Source: an optimization exercise on an open RTL-to-GDS flow (aim: small area, a short achievable clock period and few clock cycles per item). Production flows keep margins and buffers that such runs may drop. In this exercise RTL edits were held to simulation tests only and were not proved equivalent to the original.

### design.v
`default_nettype none
module xtea (
    input  wire [31:0] a,
    input  wire [31:0] b,
    input  wire [31:0] k,
    input  wire        cin,
    output wire [31:0] y
);
  wire [31:0] f = ((b << 4) ^ (b >> 5)) + b;
  wire [32:0] s = {a, cin} + {f ^ k, cin};
  assign y = s[32:1];
endmodule
`default_nettype none
module xtea_cores (
    input wire clk,
    input wire rst_i,
    input wire valid_i,
    input wire en_i,
    input wire [63:0] data_a_i,
    input wire [63:0] data_b_i,
    input wire [127:0] key,
    input wire decrypt_i,
    output wire [63:0] result_a_o,
    output wire [63:0] result_b_o,
    output reg valid_o,
    output reg busy_o
);
  localparam [31:0] DELTA = 32'h9e3779b9;
  localparam [31:0] SUM32 = 32'hc6ef3720;
  reg [6:0] cnt;
  reg dec;
  reg swp;
  reg [31:0] k0, k1, k2, k3;
  reg [31:0] aa, ba, ab, bb;
  reg [31:0] kr, t;
  wire acc = (~busy_o | valid_o) & valid_i & en_i;
  wire last = dec ? (cnt == 7'd65) : (cnt == 7'd63);
  always @(posedge clk or posedge rst_i) begin
    if (rst_i) begin
      busy_o <= 1'b0;
      valid_o <= 1'b0;
      cnt <= 7'd0;
      dec <= 1'b0;
      swp <= 1'b0;
    end else begin
      if (acc) begin
        busy_o <= 1'b1;
        valid_o <= 1'b0;
        cnt <= 7'd0;
        dec <= decrypt_i;
        swp <= decrypt_i;
      end else begin
        if (valid_o) begin
          busy_o <= 1'b0;
          valid_o <= 1'b0;
        end else if (busy_o) begin
          valid_o <= last;
        end
        cnt <= cnt + 7'd1;
        swp <= dec & (cnt == 7'd64);
      end
    end
  end
  always @(posedge clk) begin
    if (acc) begin
      k0 <= key[127:96];
      k1 <= key[95:64];
      k2 <= key[63:32];
      k3 <= key[31:0];
    end
  end
  wire p = cnt[0] ^ dec;   
  wire [1:0] sel = cnt[0] ? t[1:0] : t[12:11];
  reg [31:0] ksel;
  always @(*) begin
    case (sel)
      2'd0: ksel = k0;
      2'd1: ksel = k1;
      2'd2: ksel = k2;
      default: ksel = k3;
    endcase
  end
  wire [31:0] sk = t + ksel;
  always @(posedge clk) begin
    if (acc) begin
      kr <= key[127:96];
      t  <= decrypt_i ? SUM32 : DELTA;
    end else begin
      kr <= sk ^ {32{dec}};
      if (p) t <= dec ? t - DELTA : t + DELTA;
    end
  end
  wire [31:0] na, nb;
  xtea step_a (.a(aa), .b(ba), .k(kr), .cin(dec), .y(na));
  xtea step_b (.a(ab), .b(bb), .k(kr), .cin(dec), .y(nb));
  always @(posedge clk) begin
    if (acc) begin
      aa <= data_a_i[63:32];
      ba <= data_a_i[31:0];
      ab <= data_b_i[63:32];
      bb <= data_b_i[31:0];
    end else begin
      aa <= ba;
      ba <= swp ? aa : na;
      ab <= bb;
      bb <= swp ? ab : nb;
    end
  end
  assign result_a_o = {aa, ba};
  assign result_b_o = {ab, bb};
endmodule
### flow/run.sh
#!/bin/bash
# Standard ORFS layout, but the port buffers are the smallest buffer cell and
# CTS uses smaller buffers and no dummy loads.
set -euo pipefail
export BUFFER_PORTS_ARGS="-buffer_cell sky130_fd_sc_hd__buf_1"
export CTS_ARGS="-sink_clustering_enable -repair_clock_nets -dont_use_dummy_load -buf_list {sky130_fd_sc_hd__clkbuf_4 sky130_fd_sc_hd__clkbuf_8}"
export RECOVER_POWER=100
bash standard.sh > standard_make.log 2>&1
### standard.sh
#!/bin/bash
# synth_recipe.tcl (not shown) runs the flow's synth.tcl, then flattens the netlist and writes it again
# the make line also repeats each setting of config.mk as NAME=value (left out here)
make -C /OpenROAD-flow-scripts/flow DESIGN_CONFIG=/design/flow/config.mk WORK_HOME=/design/flow/orfs CLKGATE_MAP_FILE= SYNTH_SCRIPT=/design/flow/synth_recipe.tcl "${@:-finish}"
### config.mk
export PLATFORM = sky130hd
export DESIGN_NAME = xtea_cores
export DESIGN_NICKNAME = xtea_cores
export VERILOG_FILES = /design/flow/design.v
export SDC_FILE = /design/flow/constraint.sdc
export NUM_CORES = 4
export LEC_CHECK = 0
export CAP_MARGIN = 20
export CORE_MARGIN = 2
export CORE_UTILIZATION = 40
export SETUP_SLACK_MARGIN = 1.5
export SLEW_MARGIN = 20
### constraint.sdc
create_clock -name core_clock -period 7.0 [get_ports {clk}]
set_input_delay 1.4000 -clock core_clock [delete_from_list [all_inputs] [get_ports {clk}]]
set_output_delay 1.4000 -clock core_clock [all_outputs]
set_load 0.01 [all_outputs]
==> impl_metrics.py, run 1 <==
metrics = {
    "sta": {
        "timing.hold.ws_ns": 0.496,
        "setup-tns-final_ns": 0,
        "final-hold-violation-count": 0,
        "slew_viol_final": 223,
        "tightest_slew_ns": 2.22,
        "fmax_mhz": 163,
        "post-route-period-util_pct": 87.5,
        "period_needed_ns": 6.13,
        "finalSetupViolCount": 0,
        "rsz0062_at_grt": "yes",
        "skew_ns": 0.0715,
        "maxSlewHeadroom_pct": -48.4,
    },
    "drt": {
        "ant_nets": 0,
        "drt_iter0_drc": 1070,
        "drc": 0,
        "totalWireLength_mm": 68.5,
        "vias": 19200,
        "viasPerCell": 5.45,
        "drt-wirelength-per-cell_um": 19.5,
        "firstDrtPassIters": 5,
    },
    "finish": {
        "area_growth_pct": 13.8,
        "final_cell_mix": "388 x buf_1, 309 x nand2_1, 262 x a21oi_1, 203 x nor2_1, 200 x ha_1",
        "diodes": 0,
        "drive_gt1_share_pct": 5.16,
        "mostFrequentLayoutCell": "buf_1",
        "nNetsFinal": 3239,
    },
    "die": {
        "dieArea_um2": 57300,
        "core_um2": 55000,
        "start_util_pct": 40.3,
        "fp.dieH_um": 239,
        "fp.dieW_um": 239,
        "ios": 391,
        "rows": 86,
    },
    "synth": {
        "synth_area_leaders": "edfxtp_1 22%, dfxtp_1 14%, ha_1 11%, xnor2_1 7.0%, a21oi_1 6.0%",
        "synth_top_area_share_pct": 21.7,
        "ys_ff_latch": 331,
        "yosysSeqAreaShare_pct": 37.4,
        "yosysUniqueCellTypes": 81,
        "synthesis.nets": 2845,
        "syn_inst": 2377,
        "netlist_area_um2": 22200,
        "synthArstFlopShare_pct": 3.32,
        "avgSynthCellArea_um2": 9.32,
        "synth_edf_count": 160,
        "synth_flop_cell": "edfxtp_1",
        "synth_warnings": 1,
        "synth_top_area_cell": "edfxtp_1",
    },
    "cts": {
        "clockBufferDepth": 3,
        "htreeDepth": 2,
        "postCtsSetupBuffers": 0,
        "insertion_delay_ns": 0.67,
        "path_clk_slew_ns": 0.06,
        "hold_buffers": 0,
        "cts_buffers": 60,
        "cts-root-buf": "clkbuf_8",
        "cts_resized": 0,
        "tritoncts": "done",
        "cts.sinks": 331,
    },
    "setup_path": {
        "path_class": "flop to flop",
        "endpoint_kind": "flop",
        "r2r-end": "ba[31]",
        "r2r_cells": 20,
        "cp_max_fo": 6,
        "rr_startpoint": "ba[6]",
        "crit_end": "ba[31]",
        "crit_path_cell_trace": "ha_1 -> a211oi_1 -> o21bai_1 -> o41ai_1 -> nand2_1 -> a21o_1 -> a21oi_1 -> xnor2_1 -> ha_1 -> a21o_1 -> a21oi_1 -> or2b_1 -> nor4b_1 -> o21ai_0 -> a21oi_4 -> nor2_2 -> a211oi_2 -> a21oi_1 -> or4_1 -> a31oi_1",
        "cp_slowest_cell": "nor4b_1",
        "start_kind": "flop",
        "crit_top_cell": "a21oi_1",
        "setup.worst_path.start": "ba[6]",
        "r2r_slack_ns": 0.87,
        "crit_required_ns": 7.55,
        "arrival_ns": 6.68,
        "max_stage_delay_ns": 0.83,
    },
    "global_route": {
        "antenna_found_initial": 1,
        "grt.total_usage_pct": 23.3,
        "gr-total-overflow": 0,
        "grt_pass1_vias": 19100,
        "grt_max_degree": 134,
        "grt_first_pass_wirelength_mm": 104,
    },
    "job": {
        "max_cap_viol_count": 5,
    },
    "placed_design": {
        "place.gp.congestion": 0.955,
        "hpwl_mm": 53.1,
        "io_buffer_count": 390,
    },
    "run_status": {
        "outcome": "failed layout checks",
        "so_faults": "max-capacitance violations, max-slew violations",
    },
    "min_path": {
        "hp-class": "flop to flop",
    },
}
worst min-delay path by stage:
| stage | cells past startpoint | end | start | slack (ns) |
|---|---|---|---|---|
| 2_1_floorplan | 2 | aa[28] | ba[28] | 0.50 |
| 3_3_place_gp | 2 | ab[0] | bb[0] | 0.50 |
| 3_5_place_dp | 2 | ba[31] | aa[31] | 0.50 |
| 4_1_cts | 2 | ba[31] | aa[31] | 0.50 |
| 5_1_grt | 2 | ba[31] | aa[31] | 0.51 |
| 6_report | 2 | ba[31] | aa[31] | 0.50 |
synthesized netlist by cell type, types with 13 or more instances:
library cell    n
nand2_1       309
a21oi_1       265
nor2_1        203
ha_1          201
xnor2_1       177
dfxtp_1       160
edfxtp_1      160
xor2_1        134
o21ai_0       113
a21o_1         90
clkbuf_1       59
inv_1          46
nand3_1        37
nor3_1         36
mux4_2         32
o21a_1         32
nand2b_1       22
o21bai_1       21
a31oi_1        20
and3_1         20
a211oi_1       18
nand4_1        15
nor2b_1        15
mux2i_1        13
or3_1          13
metrics by stage:
stage / cell area [um^2] / worst slack (ns) / std cells / util [%]
2_1_floorplan: 22200 / 2.04 / 2377 / -
3_3_place_gp: 24400 / 1.58 / 3457 / 44.4
3_5_place_dp: 24400 / 1.50 / 3457 / 44.4
4_1_cts: 25300 / 1.51 / 3517 / 45.9
5_1_grt: 25200 / 0.702 / 3517 / 45.9
6_report: 25200 / 0.873 / 3517 / 45.9
per-layer routing:
metal / up-vias / part of all wire (%) / routed length [um] / GRT usage [%]
met5: - / 0.019 / 13 / 0
met4: 2 / 3.9 / 2660 / 9.72
met3: 163 / 5.7 / 3890 / 3.54
met2: 648 / 47 / 32500 / 39.8
met1: 9073 / 43 / 29400 / 29.3
li1: 9297 / - / - / -
kinds of logic (layout without fill, tap and decap cells):
| family | after synthesis | after routing | share of synthesized area [%] |
|---|---|---|---|
| simple gates | 718 | 718 | 14.4 |
| compound gates | 644 | 644 | 18.0 |
| flops | 331 | 331 | 37.4 |
| xor+xnor | 311 | 311 | 12.3 |
| fa+ha+maj | 207 | 207 | 11.9 |
| buf+inv | 116 | 508 | 1.97 |
| mux | 50 | 50 | 4.09 |
flip-flops by register name, summed over array words and instances (netlist names), 7 cells and up:
register	count
aa	32
ab	32
ba	32
bb	32
k0	32
k1	32
k2	32
k3	32
kr	32
t	32
cnt	7
layout make-up:
| class | count | area (um^2) |
|---|---|---|
| Multi-Input combinational cell | 1930 | 13500 |
| Sequential cell | 331 | 8290 |
| Fill cell | 5290 | 29800 |
| Tap cell | 748 | 936 |
| Timing Repair Buffer | 402 | 1550 |
| Inverter | 46 | 180 |
| Clock buffer | 60 | 826 |
critical path: cells and delay by family (launching register included):
| kind | cells | cell delay (ns) |
|---|---|---|
| AND/OR/NAND/NOR | 5 | 1.85 |
| adder cells (fa/ha/maj) | 2 | 0.53 |
| flip-flops | 1 | 0.49 |
| XOR/XNOR | 1 | 0.12 |
| AO/OA/AOI/OAI | 12 | 3.06 |
Testbench counts, summed over its fixed seeds: cycles 25,346, items 768.
==> run 2, diff against run 1 <==
--- a/flow/run.sh
+++ b/flow/run.sh
@@ -5,4 +5,3 @@
 export BUFFER_PORTS_ARGS="-buffer_cell sky130_fd_sc_hd__buf_1"
 export CTS_ARGS="-sink_clustering_enable -repair_clock_nets -dont_use_dummy_load -buf_list {sky130_fd_sc_hd__clkbuf_4 sky130_fd_sc_hd__clkbuf_8}"
-export RECOVER_POWER=100
 bash standard.sh > standard_make.log 2>&1
==> run 2 against run 1 <==
  * The run now finishes clean
  * Worst setup slack gained 0.86 ns
  * Sequential share of layout area is 0.11 points lower
  * Count of clock-buffer cells in the layout stayed put
  * Design area is 0.40% higher
  * Synthesized cell count unchanged
  * Via count up 0.23%
  * Register-to-register slack improved by 0.86 ns
  * Global-route usage unchanged
  * Core utilization increased by 0.18 points
  * Largest cell class unchanged
  * Highest routed layer unchanged
==> impl_metrics.py, run 2 <==
metrics = {
    "die": {
        "core_um2": 55000,
        "ios": 391,
        "start_util_pct": 40.3,
        "dieArea_um2": 57300,
        "fp.dieH_um": 239,
        "fp.dieW_um": 239,
        "rows": 86,
    },
    "global_route": {
        "grt_pass1_vias": 19100,
        "grt_max_degree": 134,
        "grt_first_pass_wirelength_mm": 104,
        "grt.total_usage_pct": 23.3,
        "antenna_found_initial": 1,
        "gr-total-overflow": 0,
    },
    "synth": {
        "netlist_top_cells_count": "309 x nand2_1, 265 x a21oi_1, 203 x nor2_1",
        "synth_flop_cell": "edfxtp_1",
        "ys_ff_latch": 331,
        "synth_top_area_cell": "edfxtp_1",
        "synth_top_area_share_pct": 21.7,
        "synth_area_leaders": "edfxtp_1 22%, dfxtp_1 14%, ha_1 11%, xnor2_1 7.0%, a21oi_1 6.0%",
        "netlist_area_um2": 22200,
        "avgSynthCellArea_um2": 9.32,
        "synth_edf_count": 160,
        "yosysSeqAreaShare_pct": 37.4,
        "synthArstFlopShare_pct": 3.32,
        "synthesis.nets": 2845,
        "yosysUniqueCellTypes": 81,
        "synth_most_common_cell": "nand2_1",
        "synth_warnings": 1,
        "syn_inst": 2377,
    },
    "drt": {
        "drt_iter0_drc": 1071,
        "totalWireLength_mm": 68.3,
        "ant_nets": 0,
        "drc": 0,
        "firstDrtPassIters": 7,
        "vias": 19200,
        "viasPerCell": 5.47,
        "drt-wirelength-per-cell_um": 19.4,
    },
    "setup_path": {
        "start_kind": "flop",
        "cp_max_fo": 6,
        "cp_slowest_cell": "fa_1",
        "arrival_ns": 5.82,
        "r2r_slack_ns": 1.73,
        "r2r_cells": 22,
        "max_stage_delay_ns": 0.42,
        "crit_path_cell_trace": "ha_1 -> fa_1 -> a21o_1 -> a21oi_1 -> o21ai_2 -> a221oi_2 -> o211a_1 -> nor2_1 -> a21o_1 -> a21oi_1 -> xnor2_1 -> ha_1 -> a2111oi_2 -> a211oi_1 -> a22o_1 -> a311o_1 -> and3_1 -> nor3_1 -> nor3_1 -> xnor2_1 -> or3_1 -> a31oi_1",
        "path_class": "flop to flop",
        "r2r-end": "bb[31]",
        "crit_required_ns": 7.55,
        "endpoint_kind": "flop",
        "rr_startpoint": "bb[5]",
    },
    "cts": {
        "cts.sinks": 331,
        "cts-root-buf": "clkbuf_8",
        "insertion_delay_ns": 0.67,
        "clockBufferDepth": 3,
        "tritoncts": "done",
        "cts_buffers": 60,
        "hold_buffers": 0,
        "htreeDepth": 2,
        "path_clk_slew_ns": 0.06,
    },
    "sta": {
        "maxSlewHeadroom_pct": 38.8,
        "skew_ns": 0.0720,
        "post-route-period-util_pct": 75.2,
        "final-hold-violation-count": 0,
        "timing.final.ws_setup_ns": 1.73,
        "slew_viol_final": 0,
        "rsz0062_at_grt": "yes",
        "setup-tns-final_ns": 0,
        "fmax_mhz": 190,
        "finalSetupViolCount": 0,
        "tightest_slew_ns": 0.917,
        "period_needed_ns": 5.27,
    },
    "min_path": {
        "min_to": "ba[31]",
        "min_path_cells": 2,
        "holdCritStartpoint": "aa[31]",
        "hp-class": "flop to flop",
    },
    "finish": {
        "diodes": 0,
        "utilization_pct": 46.1,
        "mostFrequentLayoutCell": "buf_1",
        "fill_cells": 5272,
        "nNetsFinal": 3239,
        "final_cell_mix": "390 x buf_1, 308 x nand2_1, 262 x a21oi_1, 203 x nor2_1, 200 x ha_1",
        "area_growth_pct": 14.3,
        "drive_gt1_share_pct": 5.81,
    },
    "run_status": {
        "outcome": "complete, no violations",
    },
    "placed_design": {
        "place.gp.congestion": 0.955,
        "pre_cts_ws_ns": 1.50,
        "hpwl_mm": 53.1,
        "io_buffer_count": 390,
    },
    "job": {
        "max_cap_viol_count": 0,
    },
}
-- run 2: cell counts after synthesis --
Identical to the previous run, type by type.
-- run 2: cells by family (layout without fill, tap and decap cells) --
| group | Yosys count | count (layout) | share of synthesized area, % |
|---|---|---|---|
| and+or+nand+nor | 718 | 718 | 14.4 |
| adders and majority gates | 207 | 207 | 11.9 |
| AOI/OAI and AO/OA | 644 | 644 | 18.0 |
| xor gates and xnor gates | 311 | 311 | 12.3 |
| DFF | 331 | 331 | 37.4 |
| buffers and inverters | 116 | 508 | 1.97 |
| muxes | 50 | 50 | 4.09 |
-- run 2: cell type report --
class / count / area [um^2] / area share (%)
clock buffers: 60 / 826 / 3.26
multi-input cells: 1930 / 13500 / 53.4
well taps: 748 / 936 / 3.70
repair buffers: 402 / 1560 / 6.15
inverters: 46 / 180 / 0.711
flip-flops and latches: 331 / 8290 / 32.7
-- run 2: critical path, delay by kind of cell (launching register included) --
| kind | cells | cell delay (ns) |
|---|---|---|
| compound gates | 12 | 2.79 |
| xor+xnor | 2 | 0.23 |
| fa+ha+maj | 3 | 0.92 |
| flops | 1 | 0.38 |
| simple gates | 5 | 0.88 |
-- run 2: how the worst max path moves through the flow --
stage / start / to / slack, ns / cells past startpoint
2_1_floorplan: ba[5] / ba[31] / 2.04 / 20
3_3_place_gp: ba[5] / ba[31] / 1.58 / 21
3_5_place_dp: ba[5] / ba[31] / 1.50 / 21
4_1_cts: ba[5] / ba[31] / 1.51 / 21
5_1_grt: ba[5] / ba[31] / 1.38 / 21
6_report: bb[5] / bb[31] / 1.73 / 22
-- run 2: through the flow --
step | cells | cell area, um^2 | hold WS [ns]
after global routing | 3517 | 25300 | 0.514
after detailed placement | 3457 | 24400 | 0.501
final | 3517 | 25300 | 0.496
after global placement | 3457 | 24400 | 0.504
after floorplan | 2377 | 22200 | 0.505
after CTS | 3517 | 25300 | 0.499
-- run 2: what timing repair did --
item | in CTS | in global routing
buffers inserted | 0 | 0
setup endpoints to repair | 0 | 12
resized for setup | 0 | 18
-- run 2: metal layers --
| metal | part of all wire (%) | vias to the layer above | track usage [%] |
|---|---|---|---|
| met5 | 0.019 | - | 0 |
| met4 | 4.0 | 2 | 9.72 |
| met3 | 5.8 | 175 | 3.54 |
| met2 | 47 | 664 | 39.8 |
| met1 | 43 | 9078 | 29.3 |
| li1 | - | 9309 | - |
==> run 3, diff against run 2 <==
--- a/config.mk
+++ b/config.mk
@@ -9,4 +9,4 @@
 export CORE_MARGIN = 2
 export CORE_UTILIZATION = 40
-export SETUP_SLACK_MARGIN = 1.5
+export SETUP_SLACK_MARGIN = 2.6
 export SLEW_MARGIN = 20
==> run 3 against run 2 <==
  * Register-to-register slack better by 0.49 ns
  * Count of clock-buffer cells in the layout stayed put
  * Area after synthesis is the same
==> impl_metrics.py, run 3 <==
metrics = {
    "finish": {
        "drive_gt1_share_pct": 14.5,
        "fin_area_um2": 27000,
        "multi_input_area_um2": 14400,
        "final_cell_mix": "390 x buf_1, 304 x nand2_1, 234 x a21oi_1, 195 x nor2_1, 184 x ha_1",
        "fill_cells": 5144,
        "nNetsFinal": 3330,
        "area_growth_pct": 21.8,
        "regArea_um2": 8380,
        "mostFrequentLayoutCell": "buf_1",
        "stdcell_count": 3609,
    },
    "synth": {
        "avgSynthCellArea_um2": 9.32,
        "synth_edf_count": 160,
        "synth_top_area_share_pct": 21.7,
        "syn_inst": 2377,
        "synthesis.nets": 2845,
        "yosysSeqAreaShare_pct": 37.4,
        "synth_area_leaders": "edfxtp_1 22%, dfxtp_1 14%, ha_1 11%, xnor2_1 7.0%, a21oi_1 6.0%",
        "synthArstFlopShare_pct": 3.32,
        "synth_warnings": 1,
        "yosysUniqueCellTypes": 81,
        "netlist_top_cells_count": "309 x nand2_1, 265 x a21oi_1, 203 x nor2_1",
        "synth_top_area_cell": "edfxtp_1",
        "synth_most_common_cell": "nand2_1",
        "netlist_area_um2": 22200,
        "synth_flop_cell": "edfxtp_1",
        "ys_ff_latch": 331,
    },
    "placed_design": {
        "placed_cell_area_um2": 24600,
        "hpwl_mm": 53.2,
        "place.gp.congestion": 0.921,
        "io_buffer_count": 390,
        "dp_cells": 3457,
    },
    "drt": {
        "totalWireLength_mm": 70.4,
        "ant_nets": 0,
        "drc": 0,
        "vias": 19600,
        "drt-wirelength-per-cell_um": 19.5,
        "drt_iter0_drc": 1113,
        "viasPerCell": 5.43,
        "firstDrtPassIters": 5,
    },
    "cts": {
        "path_clk_slew_ns": 0.06,
        "clockBufferDepth": 3,
        "htreeDepth": 2,
        "tritoncts": "done",
        "insertion_delay_ns": 0.66,
        "cts-root-buf": "clkbuf_8",
        "hold_buffers": 0,
        "cts_buffers": 60,
        "cts.sinks": 331,
    },
    "global_route": {
        "grt.total_usage_pct": 23.8,
        "grt_first_pass_wirelength_mm": 106,
        "antenna_found_initial": 1,
        "grt_pass1_vias": 19300,
        "grt_max_degree": 91,
        "gr-total-overflow": 0,
    },
    "setup_path": {
        "start_kind": "flop",
        "cp_slowest_cell": "fa_2",
        "r2r_slack_ns": 2.22,
        "arrival_ns": 5.32,
        "cp_max_fo": 4,
        "endpoint_kind": "flop",
        "crit_path_cell_trace": "ha_4 -> fa_2 -> a21o_1 -> a21oi_2 -> o21ai_2 -> a221oi_2 -> o211a_1 -> nor2_4 -> and3_4 -> nor2_4 -> xnor2_2 -> ha_1 -> buf_4 -> and2_1 -> a22o_1 -> a311o_1 -> and3_4 -> nor3_4 -> nor3_2 -> xnor2_1 -> or3_1 -> a31oi_1",
        "path_class": "flop to flop",
        "max_stage_delay_ns": 0.38,
        "crit_required_ns": 7.54,
    },
    "sta": {
        "final-hold-violation-count": 0,
        "fmax_mhz": 209,
        "maxSlewHeadroom_pct": 35.6,
        "rsz0062_at_grt": "yes",
        "tightest_slew_ns": 0.965,
        "skew_ns": 0.0589,
        "setup-tns-final_ns": 0,
        "period_needed_ns": 4.78,
        "finalSetupViolCount": 0,
        "post-route-period-util_pct": 68.3,
        "slew_viol_final": 0,
    },
    "die": {
        "dieArea_um2": 57300,
        "rows": 86,
        "core_um2": 55000,
        "start_util_pct": 40.3,
        "fp.dieH_um": 239,
        "fp.dieW_um": 239,
        "ios": 391,
    },
    "job": {
        "max_cap_viol_count": 0,
    },
    "min_path": {
        "hp-class": "flop to flop",
    },
    "run_status": {
        "outcome": "complete, no violations",
    },
}
## run 3: cell counts after synthesis
No cell type changed its count.
## run 3: critical path, delay by kind of cell, from the launching register on
family / cells / cell delay (ns)
DFF: 1 / 0.36
AOI/OAI and AO/OA: 8 / 1.76
xor gates and xnor gates: 2 / 0.25
buffers and inverters: 1 / 0.16
adders and majority gates: 3 / 0.83
and+or+nand+nor: 8 / 1.30
## run 3: metrics by stage
stage	util, %	hold slack (ns)	setup slack [ns]
6_report	49.1	0.499	2.22
5_1_grt	49.1	0.508	2.04
4_1_cts	48.0	0.498	2.38
3_5_place_dp	44.7	0.493	1.69
3_3_place_gp	44.7	0.496	1.70
2_1_floorplan	-	0.492	2.50
## run 3: worst paths after layout
kind / end / start / depth (start not counted)
max: bb[31] / bb[0] / 22
min: aa[3] / ba[3] / 2
max reg2reg: bb[31] / bb[0] / 22
min reg2reg: aa[3] / ba[3] / 2
max in group asynchronous: swp / rst_i / 2
min in group asynchronous: busy_o / rst_i / 2
## run 3: what timing repair did
action,CTS,global route
buffers inserted,59,32
pin swaps,78,88
resized for setup,138,89
endpoints found under the setup margin,44,41
## run 3: cell families (layout without fill, tap and decap cells)
family | count (synthesis) | count (layout) | share of synthesized area, %
buf+inv | 116 | 599 | 1.97
simple gates | 718 | 718 | 14.4
flops | 331 | 331 | 37.4
xor+xnor | 311 | 311 | 12.3
other cells | 0 | 1 | 0
fa+ha+maj | 207 | 207 | 11.9
compound gates | 644 | 644 | 18.0
mux | 50 | 50 | 4.09
## run 3: per-layer routing
metal | wire, um | global-route usage [%]
met2 | 33500 | 40.5
met5 | 0 | 0
met3 | 3640 | 3.31
met1 | 30800 | 30.9
met4 | 2460 | 8.37
## run 3: final cells by class
| cell class | instances | area share [%] |
|---|---|---|
| diodes | 1 | 0.00927 |
| repair buffers | 493 | 8.53 |
| clock buffers | 60 | 3.06 |
| flip-flops and latches | 331 | 31.0 |
| multi-input cells | 1930 | 53.2 |
| inverters | 46 | 0.668 |
| well taps | 748 | 3.47 |
==> run 4, diff against run 3 <==
--- a/config.mk
+++ b/config.mk
@@ -8,5 +8,6 @@
 export CAP_MARGIN = 20
 export CORE_MARGIN = 2
-export CORE_UTILIZATION = 40
-export SETUP_SLACK_MARGIN = 2.6
+export CORE_UTILIZATION = 55
+export PLACE_DENSITY = 0.72
+export SETUP_SLACK_MARGIN = 2.2
 export SLEW_MARGIN = 20
==> run 4 against run 3 <==
  * Still clean on timing, DRC and antenna
  * Final cell count fell by 7.4%
  * Wire length is 6.3% lower
  * Core utilization up 17 points
  * Hold slack better by 0.0061 ns
  * Synthesized cell count did not move
  * First-iteration DRC count rose by 25%
  * Maximum frequency barely moved
  * Non-clock buffer count is 37 lower
  * Critical path type unchanged
  * Critical endpoint is now ba[31]
==> impl_metrics.py, run 4 <==
metrics = {
    "die": {
        "ios": 391,
        "start_util_pct": 55.8,
        "core_um2": 39700,
        "fp.dieH_um": 205,
        "dieArea_um2": 41900,
        "rows": 73,
        "fp.dieW_um": 205,
    },
    "setup_path": {
        "crit_top_cell": "a21o_1",
        "path_class": "flop to flop",
        "r2r-end": "ba[31]",
        "max_stage_delay_ns": 0.41,
        "cp_max_fo": 6,
        "endpoint_kind": "flop",
        "r2r_slack_ns": 2.22,
        "path_delay_family": "compound AO/OA/AOI/OAI gates",
        "crit_buf_inv": 0,
        "cp_slowest_cell": "or4_4",
        "crit_path_cell_trace": "xor2_4 -> ha_4 -> a21o_1 -> a21o_1 -> a211o_1 -> a21oi_4 -> o31ai_4 -> a41oi_2 -> a211oi_2 -> a211o_1 -> xnor2_2 -> ha_1 -> a21o_1 -> a21o_1 -> or2_4 -> o311ai_4 -> a211oi_2 -> and3_4 -> or4_4 -> a31oi_1",
        "r2r_cells": 20,
        "start_kind": "flop",
        "arrival_ns": 5.30,
        "crit_required_ns": 7.52,
        "rr_startpoint": "ba[7]",
    },
    "sta": {
        "skew_ns": 0.0656,
        "timing.hold.ws_ns": 0.505,
        "tightest_slew_ns": 0.934,
        "fmax_mhz": 209,
        "slew_viol_final": 0,
        "finalSetupViolCount": 0,
        "rsz0062_at_grt": "yes",
        "post-route-period-util_pct": 68.3,
        "maxSlewHeadroom_pct": 37.7,
        "period_needed_ns": 4.78,
        "final-hold-violation-count": 0,
        "setup-tns-final_ns": 0,
    },
    "cts": {
        "hold_buffers": 0,
        "htreeDepth": 2,
        "insertion_delay_ns": 0.65,
        "cts.sinks": 331,
        "path_clk_slew_ns": 0.06,
        "tritoncts": "done",
        "clockBufferDepth": 3,
        "cts-root-buf": "clkbuf_8",
        "cts_buffers": 55,
    },
    "synth": {
        "synthArstFlopShare_pct": 3.32,
        "synth_most_common_cell": "nand2_1",
        "synth_flop_cell": "edfxtp_1",
        "avgSynthCellArea_um2": 9.32,
        "netlist_top_cells_count": "309 x nand2_1, 265 x a21oi_1, 203 x nor2_1",
        "synth_top_area_cell": "edfxtp_1",
        "synth_edf_count": 160,
        "synth_top_area_share_pct": 21.7,
        "syn_inst": 2377,
        "yosysSeqAreaShare_pct": 37.4,
        "netlist_area_um2": 22200,
        "synth_warnings": 1,
        "yosysUniqueCellTypes": 81,
        "synthesis.nets": 2845,
        "synth_area_leaders": "edfxtp_1 22%, dfxtp_1 14%, ha_1 11%, xnor2_1 7.0%, a21oi_1 6.0%",
        "ys_ff_latch": 331,
    },
    "global_route": {
        "gr-total-overflow": 0,
        "grt_first_pass_wirelength_mm": 99.5,
        "antenna_found_initial": 0,
        "grt_pass1_vias": 18800,
        "grt_max_degree": 145,
        "grt.total_usage_pct": 30.3,
    },
    "finish": {
        "stdcell_count": 3343,
        "diodes": 0,
        "drive_gt1_share_pct": 12.1,
        "multi_input_area_um2": 14200,
        "final_cell_mix": "390 x buf_1, 305 x nand2_1, 241 x a21oi_1, 199 x nor2_1, 181 x ha_1",
        "area_growth_pct": 18.0,
        "mostFrequentLayoutCell": "buf_1",
        "nNetsFinal": 3288,
        "utilization_pct": 65.8,
        "regArea_um2": 8380,
        "fill_cells": 3279,
    },
    "drt": {
        "drt_iter0_drc": 1388,
        "viasPerCell": 5.83,
        "totalWireLength_mm": 66.0,
        "firstDrtPassIters": 6,
        "drt-wirelength-per-cell_um": 19.7,
        "ant_nets": 0,
        "drc": 0,
        "vias": 19500,
    },
    "min_path": {
        "min_path_cells": 2,
        "min_to": "ba[31]",
        "hp-class": "flop to flop",
        "holdCritStartpoint": "aa[31]",
    },
    "placed_design": {
        "place.gp.congestion": 0.959,
        "io_buffer_count": 390,
        "dp_cells": 3231,
        "hpwl_mm": 49.9,
    },
    "run_status": {
        "outcome": "complete, no violations",
    },
    "job": {
        "max_cap_viol_count": 0,
    },
}
[run 4: per-layer routing]
layer  vias to the layer above  wire [um]  track usage [%]
met1                      9228      27800             39.5
met5                         -          0                0
met3                       150       4370             4.26
met2                       725      31200             50.7
met4                         0       2590             12.5
li1                       9398          -                -
[run 4: cells by family after synthesis]
| logic type | count (synthesis) | synth area share (%) |
|---|---|---|
| buffers and inverters | 116 | 1.97 |
| flip-flops | 331 | 37.4 |
| XOR/XNOR | 311 | 12.3 |
| AND/OR/NAND/NOR | 718 | 14.4 |
| AO/OA/AOI/OAI | 644 | 18.0 |
| adder cells (fa/ha/maj) | 207 | 11.9 |
| multiplexers | 50 | 4.09 |
[run 4: final cells by class]
type / instances / area share, %
Clock buffer: 55 / 2.90
Multi-Input combinational cell: 1930 / 54.3
Inverter: 46 / 0.689
Tap cell: 525 / 2.51
Timing Repair Buffer: 456 / 7.56
Sequential cell: 331 / 32.1
[run 4: metrics by stage]
stage	setup slack, ns	cell area (um^2)
final	2.22	26100
after global placement	1.83	24200
after floorplan	2.21	22200
after CTS	2.17	25200
after detailed placement	1.71	24200
after global routing	2.05	26100
[run 4: how the worst max path moves through the flow]
stage	cells past startpoint	slack, ns	endpoint	from
after floorplan	20	2.21	ba[31]	ba[5]
after global placement	15	1.83	kr[31]	cnt[0]
after detailed placement	20	1.71	ba[31]	ba[5]
after CTS	19	2.17	ba[31]	ba[20]
after global routing	20	2.05	ba[31]	ba[13]
final	20	2.22	ba[31]	ba[7]
[run 4: worst register-to-register path: stages, from the launching register on]
cell and delay [ns]:
dfxtp_4 0.38, xor2_4 0.20, ha_4 0.27, a21o_1 0.16, a21o_1 0.16, a211o_1 0.29, a21oi_4 0.18, o31ai_4 0.11
a41oi_2 0.28, a211oi_2 0.12, a211o_1 0.36, xnor2_2 0.15, ha_1 0.32, a21o_1 0.16, a21o_1 0.16, or2_4 0.26
o311ai_4 0.30, a211oi_2 0.08, and3_4 0.16, or4_4 0.41, a31oi_1 0.16
[run 4: what timing repair did]
action	CTS	global route
gates cloned	0	0
pin swaps	24	89
gates resized for setup	68	130
endpoints found under the setup margin	29	29
setup buffers	15	42
==> run 5, diff against run 4 <==
--- a/config.mk
+++ b/config.mk
@@ -6,8 +6,8 @@
 export NUM_CORES = 4
 export LEC_CHECK = 0
+export ABC_AREA = 1
 export CAP_MARGIN = 20
 export CORE_MARGIN = 2
-export CORE_UTILIZATION = 55
-export PLACE_DENSITY = 0.72
+export CORE_UTILIZATION = 40
 export SETUP_SLACK_MARGIN = 2.2
 export SLEW_MARGIN = 20
==> run 5 against run 4 <==
  * Die area increased by 51%
  * Clock skew increased by 0.025 ns
  * Global-route usage decreased by 4.0 points
  * Register-to-register slack improved by 0.51 ns
  * First-iteration DRC count increased by 22%
  * Final cell count increased by 36%
  * Largest cell class unchanged
  * Synthesized cell count increased by 43%
  * Sequential share of layout area decreased by 2.0 points
==> impl_metrics.py, run 5 <==
metrics = {
    "cts": {
        "hold_buffers": 0,
        "cts.sinks": 331,
        "clockBufferDepth": 3,
        "tritoncts": "done",
        "postCtsSetupBuffers": 0,
        "cts-root-buf": "clkbuf_8",
        "htreeDepth": 2,
        "path_clk_slew_ns": 0.06,
        "cts_resized": 0,
        "cts_buffers": 58,
        "insertion_delay_ns": 0.68,
    },
    "drt": {
        "ant_nets": 0,
        "vias": 23600,
        "totalWireLength_mm": 85.5,
        "firstDrtPassIters": 5,
        "drc": 0,
        "drt_iter0_drc": 1700,
        "viasPerCell": 5.18,
        "drt-wirelength-per-cell_um": 18.8,
    },
    "synth": {
        "synth_top_area_cell": "edfxtp_1",
        "synth_top_area_share_pct": 19.6,
        "synth_most_common_cell": "nand2_1",
        "synthArstFlopShare_pct": 3.32,
        "avgSynthCellArea_um2": 7.23,
        "syn_inst": 3390,
        "yosysUniqueCellTypes": 51,
        "synthesis.nets": 3858,
        "ys_ff_latch": 331,
        "synth_area_leaders": "edfxtp_1 20%, nand2_1 15%, dfxtp_1 13%, ha_1 10%, xor2_1 6.5%",
        "synth_warnings": 1,
        "netlist_area_um2": 24500,
        "yosysSeqAreaShare_pct": 33.8,
        "synth_flop_cell": "edfxtp_1",
        "netlist_top_cells_count": "973 x nand2_1, 342 x inv_1, 291 x nor2_1",
        "synth_edf_count": 160,
    },
    "setup_path": {
        "r2r-end": "bb[31]",
        "crit_required_ns": 7.49,
        "crit_top_cell": "nand2_1",
        "start_kind": "flop",
        "cp_slowest_cell": "dfxtp_1",
        "max_stage_delay_ns": 0.59,
        "path_class": "flop to flop",
        "arrival_ns": 4.77,
        "path_depth": 24,
        "crit_path_cell_trace": "xor2_1 -> ha_1 -> nand2_1 -> inv_1 -> a21oi_1 -> nand2_1 -> a21oi_2 -> o21ai_2 -> a21oi_2 -> o21ai_1 -> nand2_1 -> inv_1 -> nor2_1 -> ha_1 -> nand2_1 -> inv_1 -> a21oi_1 -> nand2_1 -> a21oi_1 -> nand2_1 -> nand3_1 -> nand4_1 -> nand3_1 -> nand2_1",
        "setup.worst_path.start": "bb[10]",
        "r2r_cells": 24,
        "endpoint_kind": "flop",
        "path_delay_family": "simple AND/OR/NAND/NOR gates",
        "crit_end": "bb[31]",
        "cp_max_fo": 5,
        "crit_buf_inv": 3,
        "rr_startpoint": "bb[10]",
        "r2r_slack_ns": 2.73,
    },
    "finish": {
        "drive_gt1_share_pct": 3.18,
        "nNetsFinal": 4245,
        "diodes": 0,
        "utilization_pct": 45.6,
        "mostFrequentLayoutCell": "nand2_1",
        "fin_area_um2": 27600,
        "stdcell_count": 4557,
        "area_growth_pct": 12.6,
        "final_cell_mix": "973 x nand2_1, 390 x buf_1, 341 x inv_1, 291 x nor2_1, 257 x a21oi_1",
        "fill_cells": 6398,
    },
    "die": {
        "core_um2": 60500,
        "ios": 391,
        "fp.dieH_um": 252,
        "fp.dieW_um": 252,
        "start_util_pct": 40.5,
        "rows": 90,
        "dieArea_um2": 63300,
    },
    "sta": {
        "slew_viol_final": 0,
        "period_needed_ns": 4.27,
        "setup-tns-final_ns": 0,
        "timing.final.ws_setup_ns": 2.73,
        "maxSlewHeadroom_pct": 29.3,
        "timing.hold.ws_ns": 0.491,
        "tightest_slew_ns": 1.06,
        "rsz0062_at_grt": "no",
        "fmax_mhz": 234,
        "finalSetupViolCount": 0,
        "post-route-period-util_pct": 61.0,
        "skew_ns": 0.0908,
        "final-hold-violation-count": 0,
    },
    "placed_design": {
        "place.gp.congestion": 0.958,
        "pre_cts_ws_ns": 2.28,
        "io_buffer_count": 390,
        "hpwl_mm": 68.9,
        "dp_cells": 4498,
        "placed_cell_area_um2": 26800,
    },
    "min_path": {
        "hp-class": "flop to flop",
    },
    "global_route": {
        "grt_pass1_vias": 22800,
        "grt.total_usage_pct": 26.4,
        "grt_max_degree": 149,
        "gr-total-overflow": 0,
        "grt_first_pass_wirelength_mm": 129,
        "antenna_found_initial": 0,
    },
    "job": {
        "max_cap_viol_count": 0,
    },
    "run_status": {
        "outcome": "complete, no violations",
    },
}
run 5: changes by cell type after synthesis, sizes merged, moves of 22 or more:
cell	change
nand2	+666
o21ai	+152
inv	+301
nand2b	-22
a21o	-59
nand3	+117
xnor2	-120
nor2	+87
xor2	+48
mux4	-32
run 5: worst reg2reg max path, cell delays in order (launching register included):
cell	delay (ns)
dfxtp_1	0.59
xor2_1	0.26
ha_1	0.28
nand2_1	0.09
inv_1	0.04
a21oi_1	0.12
nand2_1	0.16
a21oi_2	0.27
o21ai_2	0.11
a21oi_2	0.17
o21ai_1	0.09
nand2_1	0.06
inv_1	0.04
nor2_1	0.29
ha_1	0.34
nand2_1	0.14
inv_1	0.05
a21oi_1	0.20
nand2_1	0.15
a21oi_1	0.16
nand2_1	0.11
nand3_1	0.12
nand4_1	0.10
nand3_1	0.16
nand2_1	0.06
run 5: cell families (layout without fill, tap and decap cells):
logic type | count (synthesis) | count (layout) | synth area share [%]
AOI/OAI and AO/OA | 650 | 650 | 14.8
and+or+nand+nor | 1542 | 1542 | 25.6
buffers and inverters | 421 | 806 | 6.53
adders and majority gates | 207 | 207 | 10.7
DFF | 331 | 331 | 33.8
xor gates and xnor gates | 239 | 239 | 8.54
run 5: per-layer routing:
metal	vias to the layer above	share of wire [%]	track usage [%]
met5	-	0	0
li1	12000	-	-
met1	10800	45	35.3
met3	137	5.2	3.24
met2	674	46	44.0
met4	0	3.2	8.88
run 5: worst min-delay path by stage:
stage / from / end / slack, ns / depth (start not counted)
after floorplan: ba[28] / aa[28] / 0.51 / 2
after global placement: ba[31] / aa[31] / 0.52 / 2
after detailed placement: ba[31] / aa[31] / 0.52 / 2
after CTS: bb[2] / ab[2] / 0.49 / 2
after global routing: bb[2] / ab[2] / 0.50 / 2
final: bb[2] / ab[2] / 0.49 / 2
run 5: layout make-up:
| cell class | instances | area (um^2) | area share [%] |
|---|---|---|---|
| clock buffers | 58 | 798 | 2.89 |
| inverters | 348 | 1320 | 4.77 |
| multi-input cells | 2638 | 14600 | 53.1 |
| flip-flops and latches | 331 | 8280 | 30.0 |
| well taps | 782 | 978 | 3.55 |
| repair buffers | 400 | 1570 | 5.69 |
==> run 6, diff against run 5 <==
--- a/config.mk
+++ b/config.mk
@@ -6,5 +6,4 @@
 export NUM_CORES = 4
 export LEC_CHECK = 0
-export ABC_AREA = 1
 export CAP_MARGIN = 20
 export CORE_MARGIN = 2
==> run 6 against run 5 <==
  * Still clean
  * Clock skew rose by 0.0015 ns
  * Final cell count fell by 21%
  * Design area fell by 4.1%
  * Critical path depth fell by 2
  * Via count fell by 18%
  * Critical path type unchanged
  * Highest routed layer is now met5
==> impl_metrics.py, run 6 <==
metrics = {
    "sta": {
        "timing.final.ws_setup_ns": 2.23,
        "maxSlewHeadroom_pct": 36.3,
        "final-hold-violation-count": 0,
        "post-route-period-util_pct": 68.1,
        "slew_viol_final": 0,
        "rsz0062_at_grt": "yes",
        "period_needed_ns": 4.77,
        "fmax_mhz": 210,
        "tightest_slew_ns": 0.955,
        "finalSetupViolCount": 0,
        "skew_ns": 0.0922,
        "setup-tns-final_ns": 0,
    },
    "setup_path": {
        "path_class": "flop to flop",
        "start_kind": "flop",
        "cp_max_fo": 6,
        "rr_startpoint": "bb[0]",
        "crit_buf_inv": 0,
        "cp_slowest_cell": "a311o_1",
        "path_delay_family": "compound AO/OA/AOI/OAI gates",
        "max_stage_delay_ns": 0.40,
        "arrival_ns": 5.30,
        "crit_path_cell_trace": "ha_4 -> fa_2 -> a21o_1 -> a21oi_2 -> o21ai_2 -> a221oi_2 -> o211a_1 -> nor2_2 -> a21o_1 -> a21oi_2 -> xnor2_1 -> ha_2 -> nor2_4 -> a211oi_2 -> a22o_1 -> a311o_1 -> and3_4 -> nor3_4 -> nor3_2 -> xnor2_1 -> or3_1 -> a31oi_1",
        "endpoint_kind": "flop",
        "crit_required_ns": 7.54,
        "setup.worst_path.start": "bb[0]",
    },
    "placed_design": {
        "placed_cell_area_um2": 24500,
        "hpwl_mm": 52.9,
        "pre_cts_ws_ns": 1.67,
        "io_buffer_count": 390,
        "place.gp.congestion": 0.989,
    },
    "finish": {
        "diodes": 0,
        "area_growth_pct": 19.4,
        "final_cell_mix": "390 x buf_1, 306 x nand2_1, 245 x a21oi_1, 198 x nor2_1, 186 x ha_1",
        "fill_cells": 5129,
        "drive_gt1_share_pct": 11.8,
        "utilization_pct": 48.1,
        "mostFrequentLayoutCell": "buf_1",
        "nNetsFinal": 3300,
        "multi_input_area_um2": 14100,
        "fin_area_um2": 26500,
        "regArea_um2": 8360,
    },
    "global_route": {
        "grt_first_pass_wirelength_mm": 104,
        "gr-total-overflow": 0,
        "antenna_found_initial": 2,
        "grt_max_degree": 146,
        "grt_pass1_vias": 18900,
        "grt.total_usage_pct": 23.4,
    },
    "cts": {
        "htreeDepth": 2,
        "clockBufferDepth": 3,
        "cts_buffers": 60,
        "tritoncts": "done",
        "hold_buffers": 0,
        "path_clk_slew_ns": 0.06,
        "cts.sinks": 331,
        "cts-root-buf": "clkbuf_8",
        "insertion_delay_ns": 0.69,
    },
    "die": {
        "start_util_pct": 40.3,
        "fp.dieW_um": 239,
        "rows": 86,
        "ios": 391,
        "fp.dieH_um": 239,
        "dieArea_um2": 57300,
        "core_um2": 55000,
    },
    "synth": {
        "avgSynthCellArea_um2": 9.32,
        "synth-simple-area-share_pct": 14.4,
        "synth_flop_cell": "edfxtp_1",
        "synth-compound-area-share_pct": 18.0,
        "synth_top_area_cell": "edfxtp_1",
        "yosysUniqueCellTypes": 81,
        "ys_ff_latch": 331,
        "netlist_area_um2": 22200,
        "synth_xor_area_share_pct": 12.3,
        "synth-adder-area-share_pct": 11.9,
        "syn_inst": 2377,
        "yosysSeqAreaShare_pct": 37.4,
        "netlist_top_cells_count": "309 x nand2_1, 265 x a21oi_1, 203 x nor2_1",
        "synth_most_common_cell": "nand2_1",
        "synth_top_family_by_area": "compound AO/OA/AOI/OAI gates",
        "synth_mux_area_share_pct": 4.09,
        "synthesis.nets": 2845,
        "synthArstFlopShare_pct": 3.32,
        "synth_top_area_share_pct": 21.7,
        "synth_warnings": 1,
        "synth_edf_count": 160,
        "synth_area_leaders": "edfxtp_1 22%, dfxtp_1 14%, ha_1 11%, xnor2_1 7.0%, a21oi_1 6.0%",
    },
    "drt": {
        "vias": 19400,
        "drt_iter0_drc": 1162,
        "drc": 0,
        "drt-wirelength-per-cell_um": 19.4,
        "viasPerCell": 5.41,
        "firstDrtPassIters": 5,
        "totalWireLength_mm": 69.3,
        "ant_nets": 0,
    },
    "min_path": {
        "holdCritStartpoint": "ba[2]",
        "hp-class": "flop to flop",
    },
    "run_status": {
        "outcome": "complete, no violations",
    },
    "job": {
        "max_cap_viol_count": 0,
    },
}
run 6: cell count changes after synthesis, moves of 20 or more:
cell	before	now
nand2_1	973	309
inv_1	342	46
o21ai_0	237	113
xnor2_1	57	177
nand3_1	152	37
nor2_1	291	203
a21o_1	31	90
xor2_1	182	134
mux4_2	0	32
nand2b_1	0	22
o21ai_1	23	3
run 6: worst reg2reg max path, cell delays in order, from the launching register on:
cell,delay [ns]
dfxtp_2,0.36
ha_4,0.18
fa_2,0.34
a21o_1,0.21
a21oi_2,0.19
o21ai_2,0.09
a221oi_2,0.27
o211a_1,0.25
nor2_2,0.08
a21o_1,0.20
a21oi_2,0.15
xnor2_1,0.13
ha_2,0.35
nor2_4,0.14
a211oi_2,0.06
a22o_1,0.21
a311o_1,0.40
and3_4,0.24
nor3_4,0.18
nor3_2,0.06
xnor2_1,0.13
or3_1,0.31
a31oi_1,0.16
run 6: what timing repair did:
action / in CTS / in global routing
gates resized for setup: 74 / 105
setup endpoints to repair: 28 / 25
endpoints found under the hold margin: 0 / 0
setup buffers: 17 / 45
pin swaps: 27 / 69
run 6: final cells by class:
type                    count  share of cell area [%]
flip-flops and latches    331                    31.6
clock buffers              60                    3.12
multi-input cells        1930                    53.4
inverters                  46                   0.681
well taps                 748                    3.54
repair buffers            463                    7.70
run 6: path summary, 6_finish.rpt:
| path | end | depth (start not counted) | slack, ns |
|---|---|---|---|
| worst max-delay path | bb[31] | 22 | 2.23 |
| worst min-delay path | aa[2] | 2 | 0.49 |
| worst max register to register | bb[31] | 22 | 2.23 |
| worst min register to register | aa[2] | 2 | 0.49 |
| max in group asynchronous | swp | 2 | 5.96 |
| min in group asynchronous | cnt[5] | 2 | 0.69 |
run 6: metrics by stage:
stage	cells	hold slack (ns)
floorplan	2377	0.505
global placement	3456	0.494
detailed placement	3456	0.496
CTS	3533	0.495
global route	3578	0.511
finish	3578	0.486
run 6: cell families (layout without fill, tap and decap cells):
family,after synthesis,after routing
muxes,50,50
and+or+nand+nor,718,718
buffers and inverters,116,569
AOI/OAI and AO/OA,644,644
adders and majority gates,207,207
xor gates and xnor gates,311,311
DFF,331,331
run 6: per-layer routing:
layer	global-route usage [%]	vias up	routed length (um)
li1	-	9425	-
met1	30.0	9164	30000
met2	40.2	619	33200
met3	3.18	157	3750
met4	8.48	4	2420
met5	0	-	23
==> run 7, diff against run 6 <==
--- a/config.mk
+++ b/config.mk
@@ -6,7 +6,8 @@
 export NUM_CORES = 4
 export LEC_CHECK = 0
+export ABC_AREA = 1
 export CAP_MARGIN = 20
 export CORE_MARGIN = 2
 export CORE_UTILIZATION = 40
-export SETUP_SLACK_MARGIN = 2.2
+export SETUP_SLACK_MARGIN = 3.5
 export SLEW_MARGIN = 20
==> run 7 against run 6 <==
  * Still clean on timing, DRC and antenna
  * Design area is 23% higher
  * Critical path depth down 1
  * Maximum frequency grew 27%
  * Sequential share of layout area fell by 5.6 points
  * Die area grew 10%
  * Wire length increased by 35%
  * Register-to-register slack better by 1.0 ns
  * Via count rose by 31%
  * Hold slack got worse by 0.056 ns
  * Flip-flop and latch count unchanged
  * Global-route usage is 4.3 points higher
  * Critical path type unchanged
==> impl_metrics.py, run 7 <==
metrics = {
    "global_route": {
        "gr-total-overflow": 0,
        "grt_pass1_vias": 23900,
        "grt_first_pass_wirelength_mm": 136,
        "grt.total_usage_pct": 27.7,
        "grt_max_degree": 120,
        "antenna_found_initial": 2,
    },
    "setup_path": {
        "r2r_slack_ns": 3.26,
        "max_stage_delay_ns": 0.48,
        "path_depth": 21,
        "arrival_ns": 4.23,
        "path_delay_family": "simple AND/OR/NAND/NOR gates",
        "crit_path_cell_trace": "xor2_1 -> ha_1 -> nand2_1 -> nor2_1 -> nor2_1 -> inv_1 -> o21ai_0 -> o211ai_1 -> xor2_1 -> inv_2 -> buf_6 -> ha_4 -> nand2_4 -> nor2_4 -> inv_2 -> nor3_4 -> nand4_1 -> nand3_1 -> nand3_1 -> nand2_1 -> nand2_1",
        "setup.worst_path.start": "bb[12]",
        "cp_max_fo": 5,
        "start_kind": "flop",
        "crit_required_ns": 7.48,
        "r2r-end": "bb[27]",
        "crit_top_cell": "nand2_1",
        "crit_buf_inv": 4,
        "path_class": "flop to flop",
        "r2r_cells": 21,
        "cp_slowest_cell": "dfxtp_2",
        "rr_startpoint": "bb[12]",
        "endpoint_kind": "flop",
    },
    "placed_design": {
        "placed_cell_area_um2": 26800,
        "dp_cells": 4501,
        "hpwl_mm": 68.3,
        "io_buffer_count": 390,
        "place.gp.congestion": 0.974,
        "pre_cts_ws_ns": 2.74,
    },
    "min_path": {
        "holdCritStartpoint": "bb[2]",
        "min_path_cells": 2,
        "min_to": "ab[2]",
        "hp-class": "flop to flop",
    },
    "die": {
        "dieArea_um2": 63300,
        "ios": 391,
        "core_um2": 60500,
        "rows": 90,
        "fp.dieW_um": 252,
        "start_util_pct": 40.5,
        "fp.dieH_um": 252,
    },
    "synth": {
        "synth_warnings": 1,
        "synth_flop_cell": "edfxtp_1",
        "ys_ff_latch": 331,
        "synth_top_area_cell": "edfxtp_1",
        "synth_edf_count": 160,
        "syn_inst": 3390,
        "synth_most_common_cell": "nand2_1",
        "synth_top_area_share_pct": 19.6,
        "synth_area_leaders": "edfxtp_1 20%, nand2_1 15%, dfxtp_1 13%, ha_1 10%, xor2_1 6.5%",
        "yosysSeqAreaShare_pct": 33.8,
        "yosysUniqueCellTypes": 51,
        "netlist_top_cells_count": "973 x nand2_1, 342 x inv_1, 291 x nor2_1",
        "synthesis.nets": 3858,
        "synthArstFlopShare_pct": 3.32,
        "avgSynthCellArea_um2": 7.23,
        "netlist_area_um2": 24500,
    },
    "drt": {
        "drt-wirelength-per-cell_um": 19.9,
        "totalWireLength_mm": 93.7,
        "drc": 0,
        "firstDrtPassIters": 5,
        "drt_iter0_drc": 1980,
        "viasPerCell": 5.37,
        "ant_nets": 0,
        "vias": 25300,
    },
    "finish": {
        "drive_gt1_share_pct": 22.8,
        "final_cell_mix": "846 x nand2_1, 390 x buf_1, 305 x inv_1, 231 x nor2_1, 160 x edfxtp_1",
        "stdcell_count": 4713,
        "mostFrequentLayoutCell": "nand2_1",
        "utilization_pct": 53.8,
        "fin_area_um2": 32500,
        "area_growth_pct": 32.7,
        "nNetsFinal": 4399,
        "fill_cells": 5709,
    },
    "sta": {
        "timing.final.ws_setup_ns": 3.26,
        "finalSetupViolCount": 0,
        "slew_viol_final": 0,
        "post-route-period-util_pct": 53.5,
        "maxSlewHeadroom_pct": 34.3,
        "period_needed_ns": 3.74,
        "tightest_slew_ns": 0.985,
        "rsz0062_at_grt": "yes",
        "setup-tns-final_ns": 0,
        "final-hold-violation-count": 0,
        "timing.hold.ws_ns": 0.430,
        "skew_ns": 0.109,
        "fmax_mhz": 267,
    },
    "cts": {
        "path_clk_slew_ns": 0.05,
        "cts.sinks": 331,
        "hold_buffers": 0,
        "htreeDepth": 2,
        "cts_buffers": 58,
        "cts-root-buf": "clkbuf_8",
        "clockBufferDepth": 3,
        "insertion_delay_ns": 0.70,
        "tritoncts": "done",
    },
    "job": {
        "max_cap_viol_count": 0,
    },
    "run_status": {
        "outcome": "complete, no violations",
    },
}
run 7: tightest hold or removal path, cell delays in order (launching register included):
cell and delay (ns):
dfxtp_2 0.35, nand2_1 0.07, nand2_1 0.04
run 7: area by class of cell:
cell class	instances	area (um^2)	area share, %
diodes	2	5.00	0.0154
clock buffers	58	798	2.45
well taps	782	978	3.01
inverters	348	1340	4.12
repair buffers	553	2960	9.10
multi-input cells	2638	18000	55.3
repair inverters	1	8.76	0.0269
flip-flops and latches	331	8460	26.0
run 7: timing repair:
action                     in CTS  in global routing
resized for setup             370                561
pin swaps                      87                246
setup endpoints to repair      68                 66
gates cloned                    5                  0
setup buffers                  63                 84
run 7: logic make-up (layout without fill, tap and decap cells):
logic type               after synthesis  count (layout)  synth area share (%)
adder cells (fa/ha/maj)              207             207                  10.7
flip-flops                           331             331                  33.8
buffers and inverters                421             960                  6.53
other                                  0               2                     0
XOR/XNOR                             239             239                  8.54
AO/OA/AOI/OAI                        650             650                  14.8
AND/OR/NAND/NOR                     1542            1542                  25.6
run 7: how the worst max path moves through the flow:
stage                        end  slack (ns)
after floorplan             t[0]        3.57
after global placement    kr[28]        2.69
after detailed placement  kr[16]        2.74
after CTS                 bb[26]        3.38
after global routing      bb[30]        3.06
final                     bb[27]        3.26
run 7: layer usage:
metal | track usage [%] | share of wire [%] | vias up
met1 | 36.0 | 42 | 11800
met4 | 10.0 | 4.3 | 2
met2 | 47.3 | 47 | 977
met5 | 0 | 0.012 | -
met3 | 3.17 | 6.2 | 238
li1 | - | - | 12300
==> run 8, diff against run 7 <==
--- a/config.mk
+++ b/config.mk
@@ -10,4 +10,4 @@
 export CORE_MARGIN = 2
 export CORE_UTILIZATION = 40
-export SETUP_SLACK_MARGIN = 3.5
+export SETUP_SLACK_MARGIN = 4
 export SLEW_MARGIN = 20
==> run 8 against run 7 <==
  * Via count grew 1.5%
  * Design area grew 5.6%
  * Flip-flop and latch count is the same
  * Register-to-register slack is essentially flat
  * Highest routed layer is now met4
==> impl_metrics.py, run 8 <==
metrics = {
    "die": {
        "fp.dieH_um": 252,
        "fp.dieW_um": 252,
        "start_util_pct": 40.5,
        "core_um2": 60500,
        "dieArea_um2": 63300,
        "ios": 391,
        "rows": 90,
    },
    "setup_path": {
        "crit_top_cell": "nand2_1",
        "arrival_ns": 4.26,
        "r2r-end": "ba[24]",
        "endpoint_kind": "flop",
        "r2r_slack_ns": 3.26,
        "crit_required_ns": 7.52,
        "start_kind": "flop",
        "crit_end": "ba[24]",
        "r2r_cells": 23,
        "cp_slowest_cell": "fa_2",
        "setup.worst_path.start": "ba[5]",
        "rr_startpoint": "ba[5]",
        "cp_max_fo": 4,
        "max_stage_delay_ns": 0.41,
        "crit_path_cell_trace": "ha_4 -> fa_2 -> nand3_2 -> nand2_4 -> a21oi_4 -> buf_4 -> o21bai_4 -> a21oi_4 -> buf_4 -> o21ai_1 -> xor2_1 -> ha_4 -> buf_12 -> nand2_1 -> o21ai_0 -> a21oi_2 -> nand3_2 -> nand2_1 -> nand2_2 -> nand2_1 -> nand2_1 -> nor2_1 -> o21ai_1",
        "path_class": "flop to flop",
    },
    "sta": {
        "slew_viol_final": 0,
        "rsz0062_at_grt": "yes",
        "setup-tns-final_ns": 0,
        "maxSlewHeadroom_pct": 33.7,
        "final-hold-violation-count": 0,
        "skew_ns": 0.0975,
        "post-route-period-util_pct": 53.4,
        "fmax_mhz": 267,
        "tightest_slew_ns": 0.995,
        "timing.final.ws_setup_ns": 3.26,
        "finalSetupViolCount": 0,
        "period_needed_ns": 3.74,
    },
    "synth": {
        "netlist_area_um2": 24500,
        "netlist_top_cells_count": "973 x nand2_1, 342 x inv_1, 291 x nor2_1",
        "synthArstFlopShare_pct": 3.32,
        "synth-compound-area-share_pct": 14.8,
        "avgSynthCellArea_um2": 7.23,
        "synth_xor_area_share_pct": 8.54,
        "synth_warnings": 1,
        "synth_most_common_cell": "nand2_1",
        "yosysUniqueCellTypes": 51,
        "yosysSeqAreaShare_pct": 33.8,
        "synth-adder-area-share_pct": 10.7,
        "synth-simple-area-share_pct": 25.6,
        "synth_area_leaders": "edfxtp_1 20%, nand2_1 15%, dfxtp_1 13%, ha_1 10%, xor2_1 6.5%",
        "synth_top_area_share_pct": 19.6,
        "ys_ff_latch": 331,
        "synth_mux_area_share_pct": 0,
        "syn_inst": 3390,
        "synthesis.nets": 3858,
        "synth_top_area_cell": "edfxtp_1",
        "synth_top_family_by_area": "simple AND/OR/NAND/NOR gates",
        "synth_edf_count": 160,
        "synth_flop_cell": "edfxtp_1",
    },
    "cts": {
        "cts-root-buf": "clkbuf_8",
        "hold_buffers": 0,
        "cts_buffers": 58,
        "insertion_delay_ns": 0.70,
        "path_clk_slew_ns": 0.06,
        "clockBufferDepth": 3,
        "tritoncts": "done",
        "cts.sinks": 331,
        "htreeDepth": 2,
    },
    "drt": {
        "ant_nets": 0,
        "drc": 0,
        "drt_iter0_drc": 2091,
        "viasPerCell": 5.34,
        "drt-wirelength-per-cell_um": 20.0,
        "vias": 25700,
        "firstDrtPassIters": 7,
        "totalWireLength_mm": 96.4,
    },
    "placed_design": {
        "place.gp.congestion": 0.960,
        "hpwl_mm": 68.8,
        "pre_cts_ws_ns": 1.90,
        "io_buffer_count": 390,
    },
    "run_status": {
        "outcome": "complete, no violations",
    },
    "min_path": {
        "hp-class": "flop to flop",
    },
    "global_route": {
        "grt_first_pass_wirelength_mm": 141,
        "gr-total-overflow": 0,
        "grt_max_degree": 133,
        "grt.total_usage_pct": 28.7,
        "antenna_found_initial": 1,
        "grt_pass1_vias": 24700,
    },
    "finish": {
        "nNetsFinal": 4496,
        "fill_cells": 5597,
        "drive_gt1_share_pct": 28.3,
        "mostFrequentLayoutCell": "nand2_1",
        "area_growth_pct": 40.1,
        "utilization_pct": 56.8,
        "final_cell_mix": "805 x nand2_1, 390 x buf_1, 277 x inv_1, 218 x nor2_1, 195 x buf_4",
    },
    "job": {
        "max_cap_viol_count": 0,
    },
}
[run 8: changes by cell type in the layout (fill, tap and decap cells not counted), sizes merged]
cell      change
clkbuf        +1
nand2         +1
clkinv        +2
clkinvlp      +3
inv           -4
bufbuf        -3
buf          +97
[run 8: worst min path at each step]
stage,slack [ns],from,end,cells after the start
global placement,0.50,bb[0],ab[0],2
floorplan,0.49,ba[2],aa[2],2
global route,0.49,bb[4],ab[4],2
finish,0.48,bb[4],ab[4],2
CTS,0.48,bb[4],ab[4],2
detailed placement,0.50,bb[3],ab[3],2
[run 8: layer usage]
metal / vias up / track usage, % / share of wire (%)
met5: - / 0 / 0
met4: 0 / 10.5 / 3.9
met3: 214 / 3.23 / 5.5
met2: 891 / 48.8 / 48
met1: 12100 / 37.6 / 43
li1: 12500 / - / -
[run 8: final cells by class]
cell class                      count  area, um^2  share of cell area (%)
Tap cell                          782         978                    2.85
Timing Repair Buffer              648        3850                    11.2
Multi-Input combinational cell   2639       18900                    54.9
Inverter                          348        1370                    3.98
Clock buffer                       58         798                    2.32
Timing Repair inverter              2        16.3                  0.0474
Sequential cell                   331        8460                    24.6
Antenna cell                        2        5.00                  0.0146
[run 8: timing repair]
action                                  in CTS  in global routing
endpoints found under the setup margin     106                204
gates cloned                                 7                  1
setup buffers                              152                 91
gates resized for setup                    650                442
pin swaps                                  236                269
[run 8: critical path: cells and delay by family, from the launching register on]
| family | cells | cell delay [ns] |
|---|---|---|
| fa+ha+maj | 3 | 0.89 |
| simple gates | 9 | 0.75 |
| flops | 1 | 0.38 |
| compound gates | 7 | 0.84 |
| buf+inv | 3 | 0.44 |
| xor+xnor | 1 | 0.29 |
[run 8: logic make-up (layout without fill, tap and decap cells)]
kind of cell,Yosys count,count (layout)
adders and majority gates,207,207
xor gates and xnor gates,239,239
other,0,2
and+or+nand+nor,1542,1543
AOI/OAI and AO/OA,650,650
DFF,331,331
buffers and inverters,421,1056
[run 8: through the flow]
step,cell area [um^2],hold WS (ns),cells
after floorplan,24900,0.485,3390
after global placement,27100,0.502,4498
after detailed placement,27100,0.503,4499
after CTS,31900,0.481,4716
after global routing,34300,0.491,4810
final,34300,0.477,4810

-- what the ideal ports hide --
Ports are ideal in the flow. The routed layouts listed here were re-timed in OpenROAD.
Step 1 (the two cells are an assumption about what drives the block):
set clk [get_ports {clk}]
set_driving_cell -lib_cell sky130_fd_sc_hd__clkbuf_16 $clk
set_driving_cell -lib_cell sky130_fd_sc_hd__buf_2 [delete_from_list [all_inputs] $clk]
Step 2 adds t to the input delays and takes it off the output delays; t is the mean of the earliest and latest rising clock arrival at the registers after step 1. Input paths then give back, and output paths get back, about the clock's delay inside the block.
Three values: ideal ports, drivers, drivers and shift; two values: the first two.
run	shift t [ns]	slack for setup (ns)	worst register clock-pin slew, ns	pins driven straight from the clock port
run 1	0.683	0.873 / 0.873 / 0.685	0.06 / 0.06	1
run 2	0.684	1.733 / 1.733 / 1.733	0.06 / 0.06	1
run 3	0.680	2.219 / 2.219 / 2.219	0.06 / 0.06	1
run 4	0.671	2.217 / 2.217 / 2.217	0.07 / 0.07	1
run 5	0.688	2.728 / 2.728 / 2.728	0.07 / 0.07	1
run 6	0.689	2.234 / 2.234 / 2.234	0.06 / 0.06	1
run 7	0.700	3.257 / 3.257 / 3.257	0.06 / 0.06	1
run 8	0.712	3.260 / 3.260 / 3.260	0.06 / 0.06	1
The setup slack of run 1, which loses most, moves by 0.000 ns with the drivers and by -0.188 ns with both steps.
